Source: an optimization exercise on an open RTL-to-GDS flow (aim: small area and a short achievable clock period). Production flows keep margins and buffers that such runs may drop. Where RTL was checked, it was by simulation tests only, not by an equivalence proof against the original. Power figures rest on the tool's default switching activity, not on a simulated workload.

==> flow/design.v <==
`timescale 1ns / 1ps
module lab4_2( 
              input wire      mode,
              input wire[2:0] opCode,
              input wire[3:0] value,
              input clk,
              input reset,
              output reg[9:0] result,
              output reg cacheFull,
              output reg invalidOp,
              output reg overflow);
    reg [5:0]   mem[0:31];
    reg [31:14] memx;
    reg [9:0]  p1;      
    reg [11:0] p1x3;    
    reg [5:0]  cnt;     
    reg [3:0]  start;   
    reg [4:0]  nxt;     
    reg        last;    
    reg [6:0]  cur;     
    reg [3:0]  tgt;     
    wire [2:0] cop = cur[6:4];
    wire [3:0] cv  = cur[3:0];
    wire full  = cnt[5];
    wire empty = (cnt == 6'd0);
    wire valid = (opCode[1:0] != 2'b11);
    wire store = !mode && !full && valid;
    wire exec  = mode && !empty;
    wire jump  = cop[2] & cop[1];
    function isjump;
        input [6:0] e;
        isjump = e[6] & e[5];
    endfunction
    wire [11:0] sum = result + cv + (cop[0] ? p1 : 10'd0);
    function [9:0] row;
        input [1:0] d;
        input [9:0] b;
        input [9:0] b3;
        case (d)
            2'd0: row = 10'd0;
            2'd1: row = b;
            2'd2: row = {b[8:0], 1'b0};
            default: row = b3;
        endcase
    endfunction
    wire [9:0] r0 = row(result[1:0], p1, p1x3[9:0]);
    wire [9:0] r1 = row(result[3:2], p1, p1x3[9:0]);
    wire [9:0] r2 = row(result[5:4], p1, p1x3[9:0]);
    wire [9:0] r3 = row(result[7:6], p1, p1x3[9:0]);
    wire [9:0] r4 = row(result[9:8], p1, p1x3[9:0]);
    function [1:0] fa;
        input a, b, c;
        fa = {(a & b) | (a & c) | (b & c), a ^ b ^ c};
    endfunction
    function [1:0] ha;
        input a, b;
        ha = {a & b, a ^ b};
    endfunction
    wire t1, t2, t3, t4, t5, t6, t7, t8, t9, t10, t11, t12, t13, t14, t15, t16, t17, t18, t19, t20, t21, t22, t23, t24, t25, t26, t27, t28;
    assign {t2, t1} = ha(r0[8], r1[6]);
    assign {t4, t3} = fa(r0[9], r1[7], r2[5]);
    assign {t6, t5} = ha(r0[6], r1[4]);
    assign {t8, t7} = fa(r0[7], r1[5], r2[3]);
    assign {t10, t9} = fa(t1, r2[4], r3[2]);
    assign {t12, t11} = fa(t3, r3[3], r4[1]);
    assign {t14, t13} = ha(cv[2], r0[2]);
    assign {t16, t15} = fa(cv[3], r0[3], r1[1]);
    assign {t18, t17} = fa(r0[4], r1[2], r2[0]);
    assign {t20, t19} = fa(r0[5], r1[3], r2[1]);
    assign {t22, t21} = fa(t5, r2[2], r3[0]);
    assign {t24, t23} = fa(t7, r3[1], t6);
    assign {t26, t25} = fa(t9, r4[0], t8);
    assign {t28, t27} = fa(t11, t2, t10);
    wire [9:0] mx = {t27, t25, t23, t21, t19, t17, t15, t13, cv[1], cv[0]};
    wire [9:0] my = {t26, t24, t22, t20, t18, t16, t14, r1[0], r0[1], r0[0]};
    wire mcout = t4 | t12 | t28;
    wire [10:0] plo = mx + my;
    function rowhi;
        input [1:0]  d;
        input        ge1;    
        input        ge2;    
        input        ge3;    
        case (d)
            2'd0: rowhi = 1'b0;
            2'd1: rowhi = ge1;
            2'd2: rowhi = ge2;
            default: rowhi = ge3;
        endcase
    endfunction
    wire mhi = rowhi(result[1:0], 1'b0,        p1[9],       |p1x3[11:10])
             | rowhi(result[3:2], |p1[9:8],    |p1[9:7],    |p1x3[11:8])
             | rowhi(result[5:4], |p1[9:6],    |p1[9:5],    |p1x3[11:6])
             | rowhi(result[7:6], |p1[9:4],    |p1[9:3],    |p1x3[11:4])
             | rowhi(result[9:8], |p1[9:2],    |p1[9:1],    |p1x3[11:2]);
    wire [3:0] pop = result[0] + result[1] + result[2] + result[3] + result[4]
                   + result[5] + result[6] + result[7] + result[8] + result[9];
    wire [9:0] rev = {result[0], result[1], result[2], result[3], result[4],
                      result[5], result[6], result[7], result[8], result[9]};
    reg [9:0] nres;
    always @* begin
        case (cop[2:1])
            2'b00:   nres = sum[9:0];
            2'b01:   nres = plo[9:0];
            default: nres = cop[0] ? rev : {6'd0, pop};
        endcase
    end
    wire ovf_set = exec && !jump;                  
    wire ovf_mul = ovf_set && cop[2:1] == 2'b01;
    wire ovf_rest = ovf_set ? ((cop[2:1] == 2'b00 && sum[11:10] != 2'd0) ||
                               (cop[2:1] == 2'b01 && (mcout || mhi)))
                            : overflow;
    wire novf = ovf_rest | (ovf_mul & plo[10]);
    wire [5:0] tgt1  = tgt + 6'd1;
    wire [5:0] nxt1  = nxt + 6'd1;
    wire [4:0] nidx1 = last ? tgt1[4:0] : nxt1[4:0];
    wire       nlast = last ? (tgt1 == cnt) : (nxt1 == cnt);
    reg [5:0] rd;                                        
    reg       rxs;                                       
    integer k;
    always @* begin
        rd  = 6'd0;
        rxs = 1'b0;
        for (k = 0; k < 32; k = k + 1)
            rd = rd | (mem[k] & {6{last ? (tgt == k) : (nxt == k)}});
        for (k = 14; k < 32; k = k + 1)
            rxs = rxs | (memx[k] & (last ? (tgt == k) : (nxt == k)));
    end
    wire       below14 = last ? (tgt < 4'd14) : (nxt < 5'd14);
    wire       rx      = below14 ? (rd[5:1] == 5'b11111) : rxs;
    wire [6:0] rdat = rx ? {2'b10, rd[0], rd[3:0]}
                         : {rd[5] & rd[4], rd[5:4] == 2'b11 ? 2'b10 : rd[5:4], rd[3:0]};
    wire       wx    = opCode[2] & ~opCode[1];
    wire [6:0] wcode = {wx, opCode[2] ? 2'b11 : opCode[1:0],
                        wx ? {3'b111, opCode[0]} : value};
    wire [6:0] wc = {opCode, value};
    wire [3:0] tw = isjump(wc)   ? value      : start;    
    wire [3:0] te = isjump(rdat) ? rdat[3:0]  : tgt;      
    always @(posedge clk) begin
        if (store)
            mem[cnt[4:0]] <= wcode[5:0];
        for (k = 14; k < 32; k = k + 1)
            if (store && cnt[4:0] == k)
                memx[k] <= wcode[6];
        if (empty) begin
            cur <= wc;
            tgt <= tw;
        end else if (mode) begin
            cur <= rdat;
            tgt <= te;
        end
    end
    always @(posedge clk or posedge reset) begin
        if (reset) begin
            result    <= 10'd0;
            p1        <= 10'd0;
            p1x3      <= 12'd0;
            overflow  <= 1'b0;
            cacheFull <= 1'b0;
            invalidOp <= 1'b0;
            cnt       <= 6'd0;
            start     <= 4'd0;
            nxt       <= 5'd1;
            last      <= 1'b0;
        end else begin
            if (!mode) begin
                if (full)
                    cacheFull <= 1'b1;
                else begin
                    invalidOp <= !valid;
                    if (valid) begin
                        cnt  <= cnt + 6'd1;
                        last <= empty;
                    end
                end
            end
            overflow <= novf;
            if (mode && !empty) begin
                nxt   <= nidx1;
                last  <= nlast;
                start <= tgt;
                if (!jump) begin
                    result   <= nres;
                    p1       <= result;
                    p1x3     <= {2'd0, result} + {1'b0, result, 1'b0};
                end
            end
        end
    end
endmodule
clock: 8.0 ns
lec_check: 0
cap_margin: 20
core_margin: 2
core_utilization: 40
cts_buf_list: sky130_fd_sc_hd__clkbuf_8
cts_cluster_diameter: 100
cts_cluster_size: 12
setup_slack_margin: 4.1
slew_margin: 20
standard.sh (not shown) runs the stock make flow with config.mk's settings and CLKGATE_MAP_FILE= SYNTH_SCRIPT=/design/flow/synth_recipe.tcl, a recipe that flattens the netlist after the stock synthesis.
==> flow/flow/run.sh <==
#!/bin/bash
# The standard layout (the standard.sh, unchanged synthesis), except that
# the port buffers are sky130_fd_sc_hd__buf_2 cells rather than the delay
# buffer that buffer_ports picks by default. Full tool output goes to
# standard.log here; ORFS's own per-step logs stay under orfs/logs.
set -euo pipefail
export BUFFER_PORTS_ARGS="-buffer_cell sky130_fd_sc_hd__buf_2"
bash standard.sh > standard.log 2>&1
Then changed:
--- a/flow/design.v
+++ b/flow/design.v
@@ -92,24 +92,20 @@
              | rowhi(result[5:4], |p1[9:6],    |p1[9:5],    |p1x3[11:6])
              | rowhi(result[7:6], |p1[9:4],    |p1[9:3],    |p1x3[11:4])
              | rowhi(result[9:8], |p1[9:2],    |p1[9:1],    |p1x3[11:2]);
+    wire movf = plo[10] | mcout | mhi;
     wire [3:0] pop = result[0] + result[1] + result[2] + result[3] + result[4]
                    + result[5] + result[6] + result[7] + result[8] + result[9];
     wire [9:0] rev = {result[0], result[1], result[2], result[3], result[4],
                       result[5], result[6], result[7], result[8], result[9]};
     reg [9:0] nres;
+    reg       novf;
     always @* begin
         case (cop[2:1])
-            2'b00:   nres = sum[9:0];
-            2'b01:   nres = plo[9:0];
-            default: nres = cop[0] ? rev : {6'd0, pop};
+            2'b00:   begin nres = sum[9:0]; novf = sum[11:10] != 2'd0; end
+            2'b01:   begin nres = plo[9:0]; novf = movf; end
+            default: begin nres = cop[0] ? rev : {6'd0, pop}; novf = 1'b0; end
         endcase
     end
-    wire ovf_set = exec && !jump;                  
-    wire ovf_mul = ovf_set && cop[2:1] == 2'b01;
-    wire ovf_rest = ovf_set ? ((cop[2:1] == 2'b00 && sum[11:10] != 2'd0) ||
-                               (cop[2:1] == 2'b01 && (mcout || mhi)))
-                            : overflow;
-    wire novf = ovf_rest | (ovf_mul & plo[10]);
     wire [5:0] tgt1  = tgt + 6'd1;
     wire [5:0] nxt1  = nxt + 6'd1;
     wire [4:0] nidx1 = last ? tgt1[4:0] : nxt1[4:0];
@@ -172,9 +168,7 @@
                         last <= empty;
                     end
                 end
-            end
-            overflow <= novf;
-            if (mode && !empty) begin
+            end else if (!empty) begin
                 nxt   <= nidx1;
                 last  <= nlast;
                 start <= tgt;
@@ -182,6 +176,7 @@
                     result   <= nres;
                     p1       <= result;
                     p1x3     <= {2'd0, result} + {1'b0, result, 1'b0};
+                    overflow <= novf;
                 end
             end
         end
The new run finished with timing, DRC and antenna clean.
Global-route usage is about the same.
Fmax increases by 3.0%.
Sequential power climbs by 13%.
Wire length is about the same.
Sequential cell count is unchanged.
Die area went up by 0.75%.
Core utilization shrinks by 1.4 points.
Cell area went down by 1.2%.
Sequential share of layout area increases by 0.61 points.
Function not checked in the first run of this note: the RTL went through the layout flow alone.

-- afterwards: timing with drivers on the ports --
The results above use ideal ports. As a check the final layouts listed here were re-extracted and re-timed, cells and wires unchanged. Step 1 assumes that a clkbuf_16 drives the clock port and a buf_2 every other input. Step 2 moves the port delays by t, midway between the first and last clock arrival at a register: inputs arrive t later, outputs are due t later. That takes back most of the time a late clock gives input paths. a / b / c = ideal / step 1 / step 2; a / b = the first two.
run | t (ns) | slack for setup (ns) | worst setup path at the end | worst slew at a driven data input, ns
the first run | 0.649 | 4.051 / 4.051 / 3.842 | input to register | 0.03
the second run | 0.649 | 4.165 / 4.165 / 3.782 | input to register | 0.03
After both steps every run listed still meets setup and hold. The setup slack of the second run, which loses most, moves by 0.000 ns with the drivers and by -0.383 ns with both steps.
